Background: an optimization exercise with open tools, aiming at small area and a short achievable clock period. Do not read the settings as production practice.
Function was checked by simulation only, so behaviour that the tests miss may differ from the original.
Power is estimated from default activity; no workload was simulated.

==> flow/design.v <==
module tych_ing_frm_buf (
input wire clk,
input wire rst,
input  logic          core_avl_in_valid,
input  logic [511:0]  core_avl_in_data,
input  logic          core_avl_in_sop,
input  logic          core_avl_in_eop,
input  logic [5:0]    core_avl_in_empty,
input  logic          core_avl_in_error,
output logic          core_avl_in_ready,
input  logic [3:0]    core_ingmeta_in_vs,
input  logic [1:0]    core_ingmeta_in_rcos,
input  logic        rd_ptr_update_valid,
input  logic [3:0]  rd_ptr_vs,           
input  logic [1:0]  rd_ptr_rcos,         
input  logic [15:0] rd_ptr_value,        
output logic        rd_ptr_update_ready,
output logic        ram_wr_en,           
output logic [15:0] ram_wr_addr,         
output logic [511:0] ram_wr_data,        
output logic [5:0]  ram_wr_empty,        
output logic        ram_wr_sop,          
output logic        ram_wr_eop,          
output logic        ram_wr_error         
);
localparam N = 64;
logic [15:0] wr_q   [N-1:0];
logic [9:0]  lim_q  [N-1:0];
logic [N-1:0] wv_q, rv_q, ok_q;
logic [5:0] idx, j;
assign idx = {core_ingmeta_in_vs, core_ingmeta_in_rcos};
assign j   = {rd_ptr_vs, rd_ptr_rcos};
logic [7:0] i_hi, j_hi, i_hi_rdy, i_hi_en;
logic       nrst, en_ok;
assign nrst  = !rst;
assign en_ok = core_avl_in_valid && !rst;
tych_frm_dec8 u_dih (.a(idx[5:3]), .m(8'hFF), .y(i_hi));
tych_frm_dec8 u_dir (.a(idx[5:3]), .m({8{nrst}}), .y(i_hi_rdy));
tych_frm_dec8 u_die (.a(idx[5:3]), .m({8{en_ok}}), .y(i_hi_en));
tych_frm_dec8 u_djh (.a(j[5:3]),   .m(8'hFF), .y(j_hi));
logic [16*8-1:0] gwr_i, gwr_j;
logic [10*8-1:0] glim_i;
logic [7:0]      gok_i;
genvar g, k;
generate
  for (g = 0; g < 8; g++) begin : grp
    logic [7:0] s_wi, s_ri, s_fi, s_wj;
    logic [16*8-1:0] d_wr;
    logic [10*8-1:0] d_lim;
    for (k = 0; k < 8; k++) begin : e
      assign d_wr[k*16 +: 16]  = wr_q[g*8 + k];
      assign d_lim[k*10 +: 10] = lim_q[g*8 + k];
    end
    tych_frm_dec8 u_dwi (.a(idx[2:0]), .m(wv_q[g*8 +: 8]), .y(s_wi));
    tych_frm_dec8 u_dri (.a(idx[2:0]), .m(rv_q[g*8 +: 8]), .y(s_ri));
    tych_frm_dec8 u_dfi (.a(idx[2:0]), .m(8'hFF),          .y(s_fi));
    tych_frm_dec8 u_dwj (.a(j[2:0]),   .m(wv_q[g*8 +: 8]), .y(s_wj));
    tych_frm_sel8 #(.W(16)) u_swi (.d(d_wr),             .s(s_wi), .y(gwr_i[g*16 +: 16]));
    tych_frm_sel8 #(.W(10)) u_sri (.d(d_lim),            .s(s_ri), .y(glim_i[g*10 +: 10]));
    tych_frm_sel8 #(.W(1))  u_sfi (.d(ok_q[g*8 +: 8]),   .s(s_fi), .y(gok_i[g]));
    tych_frm_sel8 #(.W(16)) u_swj (.d(d_wr),             .s(s_wj), .y(gwr_j[g*16 +: 16]));
  end
endgenerate
logic [15:0] wr_i, wr_j;
logic [9:0]  lim_i;
logic        wr_en, upd;
tych_frm_sel8 #(.W(16)) u_twi (.d(gwr_i),   .s(i_hi), .y(wr_i));
tych_frm_sel8 #(.W(10)) u_tri (.d(glim_i),  .s(i_hi), .y(lim_i));
tych_frm_sel8 #(.W(1))  u_tri_rdy (.d(gok_i), .s(i_hi_rdy), .y(core_avl_in_ready));
tych_frm_sel8 #(.W(1))  u_tri_en  (.d(gok_i), .s(i_hi_en),  .y(wr_en));
tych_frm_sel8 #(.W(16)) u_twj (.d(gwr_j),   .s(j_hi), .y(wr_j));
assign rd_ptr_update_ready = 1'b1;
assign upd = rd_ptr_update_valid;
logic [15:0] wr_inc;
logic        full_w;
assign wr_inc = wr_i + 16'd1;
assign full_w = ((wr_i[9:0] ^ 10'd1015) == lim_i);
function automatic logic ge16(input logic [15:0] x, input logic [15:0] c);
  logic [15:0] gt, eq;
  gt = x & ~c;
  eq = ~(x ^ c);
  for (int s = 1; s < 16; s = s * 2) begin
    for (int k = 0; k < 16; k = k + 2 * s) begin
      gt[k] = gt[k + s] | (eq[k + s] & gt[k]);
      eq[k] = eq[k + s] & eq[k];
    end
  end
  ge16 = gt[0] | eq[0];
endfunction
function automatic logic in_window(input logic [15:0] x, input logic [15:0] lo,
                                   input logic [15:0] hi);
  logic ge_lo, lt_hi;
  ge_lo = ge16(x, lo);
  lt_hi = !ge16(x, hi);
  in_window = (hi < lo) ? (ge_lo || lt_hi) : (ge_lo && lt_hi);
endfunction
logic [15:0] lo0, hi0, lo1, hi1;
assign lo0 = rd_ptr_value;
assign hi0 = rd_ptr_value + 16'd1016;
assign lo1 = rd_ptr_value - 16'd1;
assign hi1 = rd_ptr_value + 16'd1015;
logic        inc_j, full_u0, full_u1, full_u;
logic [9:0]  lim_u;
assign inc_j   = wr_en && (idx == j);
assign full_u0 = !in_window(wr_j, lo0, hi0);
assign full_u1 = !in_window(wr_j, lo1, hi1);
assign full_u  = inc_j ? full_u1 : full_u0;
assign lim_u   = (rd_ptr_value[9:0] + 10'd1015) ^ 10'd1015;
generate
  for (g = 0; g < N; g++) begin : fifo
    logic we, ue;
    assign we = wr_en && (idx == g);
    assign ue = upd && (j == g);
    always_ff @(posedge clk) begin
      if (we) wr_q[g] <= wr_inc;
      if (ue) lim_q[g] <= lim_u;
    end
    always_ff @(posedge clk or posedge rst) begin
      if (rst) begin
        wv_q[g]   <= 1'b0;
        rv_q[g]   <= 1'b0;
        ok_q[g]   <= 1'b1;
      end else begin
        if (we) wv_q[g] <= 1'b1;
        if (ue) rv_q[g] <= 1'b1;
        if (ue) ok_q[g] <= !full_u;
        else if (we) ok_q[g] <= !full_w;
      end
    end
  end
endgenerate
assign ram_wr_en    = wr_en;
assign ram_wr_addr  = wr_i;
assign ram_wr_data  = core_avl_in_data;
assign ram_wr_empty = core_avl_in_empty;
assign ram_wr_sop   = core_avl_in_sop;
assign ram_wr_eop   = core_avl_in_eop;
assign ram_wr_error = core_avl_in_error;
endmodule
module tych_frm_dec8 (
  input  logic [2:0] a,
  input  logic [7:0] m,
  output logic [7:0] y
);
  always_comb begin
    for (int k = 0; k < 8; k++) y[k] = (a == k) && m[k];
  end
endmodule
module tych_frm_sel8 #(
  parameter int W = 1
) (
  input  logic [8*W-1:0] d,
  input  logic [7:0]     s,
  output logic [W-1:0]   y
);
  always_comb begin
    y = '0;
    for (int k = 0; k < 8; k++) y = y | (d[k*W +: W] & {W{s[k]}});
  end
endmodule
==> flow/flow/run.sh <==
#!/bin/bash
# Standard ORFS layout (the standard.sh, with the standard synthesis),
# with some settings changed:
#  - port buffers are buf_4 instead of the default delay-buffer cell,
#  - timing repair may change a cell's footprint,
#  - after global routing, antennas are repaired with a ratio margin
#    (flow/post_grt.tcl).
set -euo pipefail
bash standard.sh MATCH_CELL_FOOTPRINT=0 \
  "BUFFER_PORTS_ARGS=-buffer_cell sky130_fd_sc_hd__buf_4" \
  "POST_GLOBAL_ROUTE_TCL=$PWD/flow/post_grt.tcl" \
  finish > make_finish.log 2>&1
==> flow/flow/post_grt.tcl <==
# After global routing: repair antennas again with a ratio margin, so that the
# detailed routes (which run somewhat longer than the global ones) seldom
# need the antenna repair and second detailed route after detailed routing.
repair_antennas -iterations 5 -ratio_margin 25
check_placement -verbose
check_antennas
==> flow/standard.sh <==
#!/bin/bash
# synth_recipe.tcl (not shown) runs the flow's synth.tcl, then flattens the netlist and writes it again
# the make line also repeats each setting of config.mk as NAME=value (left out here)
make -C /OpenROAD-flow-scripts/flow DESIGN_CONFIG=/design/flow/config.mk WORK_HOME=/design/flow/orfs CLKGATE_MAP_FILE= SYNTH_SCRIPT=/design/flow/synth_recipe.tcl "${@:-finish}"
==> flow/config.mk <==
export PLATFORM = sky130hd
export DESIGN_NAME = tych_ing_frm_buf
export DESIGN_NICKNAME = tych_ing_frm_buf
export VERILOG_FILES = /design/flow/design.v
export SDC_FILE = /design/flow/constraint.sdc
export NUM_CORES = 4
export LEC_CHECK = 0
export CAP_MARGIN = 20
export CORE_MARGIN = 2
export CORE_UTILIZATION = 30
export SETUP_SLACK_MARGIN = 5
export SLEW_MARGIN = 20
export SYNTH_HIERARCHICAL = 1
export TNS_END_PERCENT = 100
==> flow/constraint.sdc <==
create_clock -name core_clock -period 12.0 [get_ports {clk}]
set_input_delay 2.4000 -clock core_clock [delete_from_list [all_inputs] [get_ports {clk}]]
set_output_delay 2.4000 -clock core_clock [all_outputs]
set_load 0.01 [all_outputs]
==> flow_metrics.tcl, run 1 <==
set metrics [dict create \
    status "no timing/DRC/antenna violations" \
    grt_max_degree 73 \
    skew_ns 0.0477 \
    ios 1093 \
    nNetsFinal 6243 \
    cts_setup_buffers 56 \
    hold_viol 0 \
    gr-total-overflow 0 \
    root_buffer "clkbuf_16" \
    layout-drive-gt1-share 0.209 \
    ys.flop_type "edfxtp_1" \
    reg2reg_from "wv_q[55]" \
    whs_path_depth 1 \
    peakVddDrop_mv 0.146 \
    timing.final.crit_share 0.597 \
    core_area_um2 287000 \
    seq_power_share 0.521 \
    yosysTopAreaCell "edfxtp_1" \
    placed_cell_area_um2 85200 \
    wl_per_cell_um 45.7 \
    post-synth-top-area-fraction 0.577 \
    async_flop_share 0.103 \
    dp_cells 9080 \
    ys_seq_area_frac 0.634 \
    clock_tree.buffer_depth 3 \
    cts_htree_levels 4 \
    grt_pass1_wl_mm 557 \
    grt_pass1_vias 54200 \
    synth_area_um2 86500 \
    io_buffer_count 49 \
    crit_path_max_fanout 16 \
    critPathRequiredTime_ns 9.60 \
    cts_buffers 189 \
    synth_edf_count 1664 \
    die_w_um 541 \
    dr.first_iter.drc_count 10400 \
    dp_hpwl_mm 318 \
    crit_chain "buf_16, clkbuf_16, and4b_4, a22oi_1, nand4_1, a22oi_2, nand4_1, buf_6" \
    cts_tree "yes" \
    wirelength_mm 437 \
    endpoint "ram_wr_addr[1]" \
    hp-class "flip-flop to flip-flop" \
    ys_seq_elements 1856 \
    cts.sinks 1856 \
    vias 58800 \
    cp-end-kind "output port" \
    start_kind "input pin" \
    setup_violations 0 \
    power.density_nw_per_um2 148 \
    maxCapViolCount 0 \
    report.power.total_mw 13.8 \
    max_freq_mhz 140 \
    slew_headroom 0.172 \
    hp-start "rv_q[59]" \
    antenna_found_initial 15 \
    p_sw_mw 3.09 \
    ctsHoldBuffers 0 \
    avgSynthCellArea_um2 14.5 \
    drv_slew 0 \
    slowest_stage "a22oi_2" \
    power_leakage_nw 32.2 \
    max_stage_delay_ns 0.49 \
    tns_ns 0 \
    p_int_mw 10.8 \
    rrSetupSlack_ns 6.67 \
    cts.clk_slew.worst_paths_ns 0.06 \
    crit_arrival_ns 4.76 \
    synth_cell_types 69 \
    combPwrFrac 0.048 \
    cts_resized 124 \
    r2r_end "ok_q[57]" \
    synth_area_leaders "edfxtp_1, a22oi_1, buf_4, buf_6, dfrtp_1" \
    synthTopCellsByCount "edfxtp_1, a22oi_1, buf_4, nand4_1, buf_6" \
    worstSkewPairLatency_ns 0.86 \
    via_per_inst 6.14 \
    swShare 0.223 \
    crit_start "core_ingmeta_in_rcos[0]" \
    gp_congestion 0.966 \
    grt.total_usage 0.287 \
    pwr-share-clk 0.431 \
    initial_core_util 0.301 \
    drc 0 \
    dr.pass1.iters 9 \
    instances_no_fill 9571 \
    die_area_um2 293000 \
    area_growth_pct 8.24 \
    critPathKind "input pin to output port" \
    reg2regPathDepth 14 \
    synth.most_common_cell "edfxtp_1" \
    critPathMostFrequentCell "nand4_1" \
    yosysWarningCount 13 \
    tightest_slew_ns 1.23 \
    die_h_um 541 \
    period_minus_slack_ns 7.16 \
    row_count 197 \
    syn_inst 5969 \
    postRouteAntennaNets 0 \
    final_cell_area_um2 93700 \
]
critical path: cells and delay by family:
family / cells / cell delay [ns]
AOI/OAI and AO/OA: 2 / 0.69
buffers and inverters: 3 / 0.64
and+or+nand+nor: 3 / 0.95
sequential cells by signal (all words and copies together) (netlist names):
name	cells
ok_q	64
lim_q	640
rv_q	64
wr_q	1024
wv_q	64
how the worst min path moves through the flow:
stage	to
CTS	rv_q[44]
global placement	rv_q[17]
floorplan	rv_q[0]
detailed placement	rv_q[44]
finish	rv_q[59]
per-layer routing:
metal / vias to the layer above / global-route usage / routed length (um)
li1: 23100 / - / -
met4: 38 / 0.0949 / 18600
met1: 29300 / 0.263 / 119000
met2: 5655 / 0.462 / 202000
met3: 726 / 0.238 / 95500
met5: - / 0.0557 / 2180
cell type report:
| type | instances | area, um^2 |
|---|---|---|
| Inverter | 88 | 334 |
| Fill cell | 27800 | 194000 |
| Clock buffer | 259 | 5170 |
| Timing Repair Buffer | 296 | 3020 |
| Multi-Input combinational cell | 3183 | 24500 |
| Sequential cell | 1856 | 54900 |
| Tap cell | 3781 | 4730 |
| Clock inverter | 98 | 1060 |
| Antenna cell | 10 | 25.0 |
layout by cell type, fill, tap and decap left out, types with 59 or more instances in the layout:
cell / n
edfxtp_1: 1664
a22oi_1: 1496
nand4_1: 401
buf_4: 232
clkbuf_16: 211
nand2_1: 160
dfrtp_1: 128
and4bb_2: 84
and4b_2: 83
conb_1: 81
inv_1: 80
or2_2: 79
ha_1: 74
dfstp_2: 64
nand2b_1: 59
logic make-up after synthesis:
| group | Yosys count | share of synthesized area |
|---|---|---|
| DFF | 1856 | 0.634 |
| other | 1 | 0.0000433 |
| adders and majority gates | 76 | 0.0110 |
| and+or+nand+nor | 1191 | 0.0976 |
| buffers and inverters | 1012 | 0.0976 |
| AOI/OAI and AO/OA | 1754 | 0.152 |
| xor gates and xnor gates | 65 | 0.00667 |
| muxes | 14 | 0.00162 |
stage by stage:
| stage | utilization | setup WS, ns | hold WS (ns) |
|---|---|---|---|
| 3_5_place_dp | 0.297 | 3.23 | 0.445 |
| 3_3_place_gp | 0.297 | 3.30 | 0.441 |
| 2_1_floorplan | - | 3.24 | 0.425 |
| 4_1_cts | 0.324 | 5.00 | 0.462 |
| 6_report | 0.326 | 4.84 | 0.463 |
Yosys stat by module (local to each module, per instance), excerpt:
module	copies in the design	flops+latches	cell area [um^2]	cells inside
tych_frm_dec8	36	0	96.3	8
tych_ing_frm_buf	1	1856	65000	3381
power by group through the flow:
stage / clock (mW) / sequential, mW / combinational, mW
after floorplan: 0 / 7.32 / 0.547
after global placement: 0 / 7.34 / 0.573
after detailed placement: 0 / 7.34 / 0.588
after CTS: 6.01 / 7.21 / 0.645
final: 5.97 / 7.21 / 0.664
==> inputs of run 2 (changes only) <==
--- a/flow/flow/run.sh
+++ b/flow/flow/run.sh
@@ -3,10 +3,12 @@
 # with some settings changed:
 #  - port buffers are buf_4 instead of the default delay-buffer cell,
 #  - timing repair may change a cell's footprint,
+#  - clock tree: clkbuf_16 only, larger sink clusters, no dummy loads,
 #  - after global routing, antennas are repaired with a ratio margin
 #    (flow/post_grt.tcl).
 set -euo pipefail
 bash standard.sh MATCH_CELL_FOOTPRINT=0 \
   "BUFFER_PORTS_ARGS=-buffer_cell sky130_fd_sc_hd__buf_4" \
+  "CTS_ARGS=-sink_clustering_enable -repair_clock_nets -dont_use_dummy_load -buf_list sky130_fd_sc_hd__clkbuf_16 -sink_clustering_size 30 -sink_clustering_max_diameter 80" \
   "POST_GLOBAL_ROUTE_TCL=$PWD/flow/post_grt.tcl" \
   finish > make_finish.log 2>&1
==> run 2 against run 1 <==
  * Final cell count decreased by 2.5%
  * Worst hold slack gained 0.0048 ns
  * Clock power is 43% lower
  * Core utilization fell by 1.2 points
  * Critical endpoint is now ram_wr_addr[4]
  * Largest cell class unchanged
==> flow_metrics.tcl, run 2 <==
set metrics [dict create \
    ys.flop_type "edfxtp_1" \
    whs_path_depth 1 \
    synth_area_um2 86500 \
    cts_resized 128 \
    vias 58100 \
    core_area_um2 287000 \
    ys_seq_elements 1856 \
    timing.final.crit_share 0.593 \
    grt_pass1_vias 53100 \
    drv_slew 0 \
    period_minus_slack_ns 7.12 \
    cts_setup_buffers 64 \
    async_flop_share 0.103 \
    ctsHoldBuffers 0 \
    ios 1093 \
    wirelength_mm 437 \
    wl_met3_mm 95.0 \
    top_regs "wr_q: 1024 flops, lim_q: 640 flops" \
    cp-end-kind "output port" \
    start_kind "input pin" \
    critPathRequiredTime_ns 9.60 \
    die_w_um 541 \
    nNetsFinal 6174 \
    gr-total-overflow 0 \
    skew_ns 0.0791 \
    crit_arrival_ns 4.72 \
    cts.sinks 1856 \
    setup_violations 0 \
    critPathKind "input pin to output port" \
    row_count 197 \
    max_freq_mhz 140 \
    io_buffer_count 49 \
    grt_max_degree 73 \
    wl_met2_mm 202 \
    dr.first_iter.drc_count 10500 \
    dp_hpwl_mm 318 \
    area_growth_pct 4.14 \
    antenna_found_initial 20 \
    instances_no_fill 9335 \
    post-synth-top-area-fraction 0.577 \
    whs_ns 0.467 \
    ys_seq_area_frac 0.634 \
    hp-class "flip-flop to flip-flop" \
    fillers 28100 \
    wl_per_cell_um 46.8 \
    wl_met1_mm 118 \
    worstSkewPairLatency_ns 0.79 \
    power_leakage_nw 30.5 \
    crit_chain "buf_16, buf_12, and4bb_4, a22oi_1, nand4_1, a22oi_2, nand4_1, buf_6" \
    grt.total_usage 0.283 \
    grt_pass1_wl_mm 551 \
    status "no timing/DRC/antenna violations" \
    initial_core_util 0.301 \
    yosysWarningCount 13 \
    dr.pass1.iters 9 \
    cts_htree_levels 3 \
    crit_path_max_fanout 11 \
    yosysTopAreaCell "edfxtp_1" \
    gp_congestion 0.966 \
    clock_tree.buffer_depth 3 \
    mostFrequentLayoutCell "edfxtp_1" \
    seq_area_um2 54900 \
    reg2regPathDepth 14 \
    dp_cells 9080 \
    critPathMostFrequentCell "nand4_1" \
    synth.most_common_cell "edfxtp_1" \
    power.density_nw_per_um2 125 \
    maxCapViolCount 0 \
    routed.top_layer "met5" \
    final_cell_mix "edfxtp_1, a22oi_1, nand4_1" \
    hold_viol 0 \
    synth_cell_types 69 \
    drc 0 \
    largest_reg_flops 1024 \
    die_area_um2 293000 \
    cts_tree "yes" \
    die_h_um 541 \
    avgSynthCellArea_um2 14.5 \
    root_buffer "clkbuf_16" \
    syn_inst 5969 \
    synthTopCellsByCount "edfxtp_1, a22oi_1, buf_4, nand4_1, buf_6" \
    tns_ns 0 \
    slew_headroom 0.167 \
    cts.clk_slew.worst_paths_ns 0.07 \
    postRouteAntennaNets 0 \
    via_per_inst 6.22 \
    final_cell_area_um2 90100 \
    synth_area_leaders "edfxtp_1, a22oi_1, buf_4, buf_6, dfrtp_1" \
    slowest_stage "a22oi_2" \
    placed_cell_area_um2 85200 \
    cts_buffers 95 \
    tightest_slew_ns 1.24 \
    synth_edf_count 1664 \
    largest-register "wr_q" \
    layout-drive-gt1-share 0.190 \
    peakVddDrop_mv 0.128 \
    max_stage_delay_ns 0.49 \
    multi_input_area_um2 24500 \
]
-- run 2: area by class of cell --
cell class | instances | area share
antenna | 11 | 0.000305
clock buffer | 95 | 0.0264
inverter | 88 | 0.00371
multi-input combinational | 3188 | 0.272
sequential | 1856 | 0.609
tap | 3781 | 0.0525
timing repair buffer | 316 | 0.0364
-- run 2: report_power, final --
group	switching (mW)	total, mW	internal [mW]
logic	0.450	0.669	0.219
registers	0.0569	7.20	7.15
clock network	1.97	3.38	1.41
-- run 2: cells by family (layout without fill, tap and decap cells) --
logic type / Yosys count / in the layout / share of synthesized area
other: 1 / 92 / 0.0000433
AO/OA/AOI/OAI: 1754 / 1754 / 0.152
AND/OR/NAND/NOR: 1191 / 1198 / 0.0976
XOR/XNOR: 65 / 65 / 0.00667
multiplexers: 14 / 14 / 0.00162
buffers and inverters: 1012 / 499 / 0.0976
adder cells (fa/ha/maj): 76 / 76 / 0.0110
flip-flops: 1856 / 1856 / 0.634
-- run 2: worst paths after layout --
check                                 endpoint  slack (ns)                     from
worst min register to register         rv_q[1]        0.47                  rv_q[1]
worst max register to register        ok_q[55]        6.65                 wv_q[54]
max in group asynchronous             wv_q[23]        8.56                      rst
worst min-delay path                   rv_q[1]        0.47                  rv_q[1]
min in group asynchronous              wv_q[7]        1.87                      rst
worst max-delay path            ram_wr_addr[4]        4.88  core_ingmeta_in_rcos[1]
-- run 2: per-module statistics from Yosys, one instance, submodules excluded, a selection --
| module | cells | cell area [um^2] | times used | flip-flops and latches |
|---|---|---|---|---|
| tych_frm_dec8 | 8 | 96.3 | 36 | 0 |
| tych_ing_frm_buf | 3381 | 65000 | 1 | 1856 |
-- run 2: critical path, delay by kind of cell --
family	cells	cell delay (ns)
AND/OR/NAND/NOR	3	0.95
buffers and inverters	3	0.61
AO/OA/AOI/OAI	2	0.71
-- run 2: through the flow --
step	utilization	power [mW]	setup WS (ns)
finish	0.314	11.3	4.88
CTS	0.310	11.3	4.95
global placement	0.297	7.91	3.30
floorplan	-	7.87	3.24
detailed placement	0.297	7.93	3.23
-- run 2: routing by layer --
layer,global-route usage,vias to the layer above
li1,-,22800
met1,0.262,29000
met2,0.461,5562
met3,0.231,725
met4,0.0858,40
met5,0.0552,-
==> inputs of run 3 (changes only) <==
--- a/flow/config.mk
+++ b/flow/config.mk
@@ -7,7 +7,7 @@
 export LEC_CHECK = 0
 export CAP_MARGIN = 20
 export CORE_MARGIN = 2
-export CORE_UTILIZATION = 30
+export CORE_UTILIZATION = 38
 export SETUP_SLACK_MARGIN = 5
 export SLEW_MARGIN = 20
 export SYNTH_HIERARCHICAL = 1
==> run 3 against run 2 <==
  * Synthesized cell count unchanged
  * Final cell count decreased by 8.3%
  * Register-to-register slack improved by 0.36 ns
  * Via count decreased by 0.76%
  * Clock skew increased by 0.017 ns
==> flow_metrics.tcl, run 3 <==
set metrics [dict create \
    cts_htree_levels 3 \
    postRouteAntennaNets 0 \
    crit_chain "buf_16, clkbuf_16, and4bb_4, a22oi_2, nand4_1, a22oi_2, nand4_1, buf_6, buf_4" \
    synth_area_um2 86500 \
    slowest_stage "a22oi_2" \
    area_growth_pct 2.81 \
    ios 1093 \
    root_buffer "clkbuf_16" \
    critPathKind "input pin to output port" \
    die_area_um2 232000 \
    power.density_nw_per_um2 126 \
    path_buf_inv 4 \
    mostFrequentLayoutCell "edfxtp_1" \
    maxCapViolCount 0 \
    wirelength_mm 410 \
    whs_endpoint "rv_q[16]" \
    crit_path_max_fanout 16 \
    row_count 175 \
    post-synth-top-area-fraction 0.577 \
    final_cell_area_um2 89000 \
    rrSetupSlack_ns 7.01 \
    timing.final.crit_share 0.595 \
    critPathTopFamily "simple AND/OR/NAND/NOR gates" \
    cp-end-kind "output port" \
    worstSkewPairLatency_ns 0.79 \
    grt_pass1_vias 52700 \
    die_w_um 481 \
    gr-total-overflow 0 \
    hold_viol 0 \
    reg2reg_from "wv_q[53]" \
    report.power.total_mw 11.2 \
    largest-register "wr_q" \
    hp-class "flip-flop to flip-flop" \
    max_freq_mhz 140 \
    initial_core_util 0.381 \
    cts.sinks 1856 \
    layout-drive-gt1-share 0.189 \
    ys.flop_type "edfxtp_1" \
    yosysWarningCount 13 \
    ys_seq_area_frac 0.634 \
    cts_resized 130 \
    yosysTopAreaCell "edfxtp_1" \
    avgSynthCellArea_um2 14.5 \
    r2r_end "ok_q[57]" \
    final_cell_mix "edfxtp_1, a22oi_1, nand4_1" \
    wl_per_cell_um 47.9 \
    grt_max_degree 78 \
    final_core_util 0.392 \
    ctsHoldBuffers 0 \
    setup_violations 0 \
    seq_area_um2 54900 \
    via_per_inst 6.73 \
    largest_reg_flops 1024 \
    fillers 21100 \
    critPathRequiredTime_ns 9.60 \
    die_h_um 481 \
    synth_cell_types 69 \
    syn_inst 5969 \
    grt_pass1_wl_mm 518 \
    grt.total_usage 0.337 \
    cts_tree "yes" \
    antenna_found_initial 18 \
    crit_arrival_ns 4.74 \
    synthTopCellsByCount "edfxtp_1, a22oi_1, buf_4, nand4_1, buf_6" \
    peakVddDrop_mv 0.112 \
    hp-start "rv_q[16]" \
    cts_setup_buffers 48 \
    cts.clk_slew.worst_paths_ns 0.06 \
    multi_input_area_um2 24400 \
    status "no timing/DRC/antenna violations" \
    cts_buffers 94 \
    synth_edf_count 1664 \
    placed_cell_area_um2 84400 \
    tightest_slew_ns 1.19 \
    core_area_um2 227000 \
    async_flop_share 0.103 \
    gp_congestion 0.951 \
    synth.most_common_cell "edfxtp_1" \
    io_buffer_count 49 \
    nNetsFinal 6169 \
    clock_tree.buffer_depth 3 \
    drc 0 \
    dr.pass1.iters 10 \
    reg2regPathDepth 14 \
    slew_headroom 0.203 \
    period_minus_slack_ns 7.14 \
    vias 57600 \
    drv_slew 0 \
    skew_ns 0.0963 \
    top_regs "wr_q: 1024 flops, lim_q: 640 flops" \
    synth_area_leaders "edfxtp_1, a22oi_1, buf_4, buf_6, dfrtp_1" \
    dp_hpwl_mm 293 \
    whs_ns 0.462 \
    power_leakage_nw 30.4 \
    max_stage_delay_ns 0.50 \
    dr.first_iter.drc_count 9490 \
    start_kind "input pin" \
    tns_ns 0 \
    whs_path_depth 1 \
    ys_seq_elements 1856 \
]
## run 3: changes by cell type in the layout (fill, tap and decap cells not counted), moves of 4 or more
cell      change
buf_4         +4
and4b_2       +4
buf_12        -9
and4bb_4      -6
and4b_4       -5
and4bb_2      +4
diode_2       +5
## run 3: worst max path at each step
stage / startpoint / endpoint / slack (ns) / depth (start not counted)
4_1_cts: core_ingmeta_in_rcos[0] / ram_wr_addr[8] / 4.96 / 8
2_1_floorplan: rst / core_avl_in_ready / 3.24 / 4
3_3_place_gp: core_ingmeta_in_rcos[0] / ram_wr_addr[10] / 3.53 / 8
3_5_place_dp: core_ingmeta_in_rcos[0] / ram_wr_addr[10] / 3.50 / 9
6_report: core_ingmeta_in_rcos[0] / ram_wr_addr[4] / 4.86 / 9
## run 3: logic make-up after synthesis
group,after synthesis,synth area share
AND/OR/NAND/NOR,1191,0.0976
other,1,0.0000433
XOR/XNOR,65,0.00667
adder cells (fa/ha/maj),76,0.0110
flip-flops,1856,0.634
AO/OA/AOI/OAI,1754,0.152
multiplexers,14,0.00162
buffers and inverters,1012,0.0976
## run 3: worst register-to-register path, stage by stage (launching register included)
cell      delay, ns
dfrtp_1        0.44
and4b_2        0.41
a22oi_1        0.23
nand4_1        0.16
a22oi_1        0.71
nand4_1        0.76
ha_1           0.52
a211oi_1       0.24
o211a_1        0.20
o31a_1         0.13
o211ai_1       0.11
a32oi_1        0.26
o32ai_4        0.15
buf_12         0.22
o21ai_0        0.36
## run 3: metrics by stage
| stage | instances | setup slack, ns |
|---|---|---|
| floorplan | 6049 | 3.24 |
| global placement | 8324 | 3.53 |
| finish | 8563 | 4.86 |
| detailed placement | 8325 | 3.50 |
| CTS | 8485 | 4.96 |
## run 3: power breakdown
part           internal (mW)  switching (mW)  total [mW]
Combinational          0.216           0.427       0.644
Sequential              7.15          0.0560        7.20
Clock                   1.40            1.97        3.37
Total                   8.76            2.45        11.2
## run 3: layout make-up
class | instances | area share
well taps | 3009 | 0.0423
multi-input cells | 3185 | 0.275
clock buffers | 94 | 0.0264
diodes | 16 | 0.000450
repair inverters | 1 | 0.0000563
flip-flops and latches | 1856 | 0.617
inverters | 88 | 0.00376
repair buffers | 314 | 0.0357
## run 3: modules after synthesis (local to each module, per instance), a selection
| module | copies in the design | flops+latches | cell area, um^2 | cells inside |
|---|---|---|---|---|
| tych_frm_dec8 | 36 | 0 | 96.3 | 8 |
| tych_ing_frm_buf | 1 | 1856 | 65000 | 3381 |
## run 3: metal layers
| layer | vias to the layer above | track usage | wire [um] | share of wire |
|---|---|---|---|---|
| li1 | 22800 | - | - | - |
| met1 | 29000 | 0.368 | 133000 | 0.32 |
| met2 | 5034 | 0.454 | 162000 | 0.40 |
| met3 | 767 | 0.282 | 89200 | 0.22 |
| met4 | 66 | 0.141 | 22200 | 0.054 |
| met5 | - | 0.130 | 3850 | 0.0094 |

## static timing again, ports no longer ideal
How much do the figures lean on ideal ports? The routed layouts below were timed once more, with nothing changed but the port constraints.
Step 1: set_driving_cell puts a clkbuf_16 on clk and a buf_2 on each other input, an assumption about the parent block.
Step 2, shift: input delay + t, output delay - t, t = (earliest + latest rising clock arrival at the registers) / 2. This alone moves slack from input paths to output paths.
a / b / c = no drivers / after step 1 / after step 2; a / b = the first two.
run	t, ns	setup slack, ns	worst hold slack (ns)	worst setup path after step 2	pins driven straight from the clock port
run 1	0.922	4.840 / 4.399 / 4.066	0.463 / 0.463 / 0.463	input to register	1
run 2	0.833	4.881 / 4.406 / 4.069	0.467 / 0.467 / 0.467	input to register	1
run 3	0.834	4.858 / 4.381 / 4.209	0.462 / 0.462 / 0.462	input to register	1
After both steps setup and hold are still met in every run listed. For run 2, which loses most, drivers alone change the setup slack by -0.475 ns; drivers and shift together by -0.812 ns.
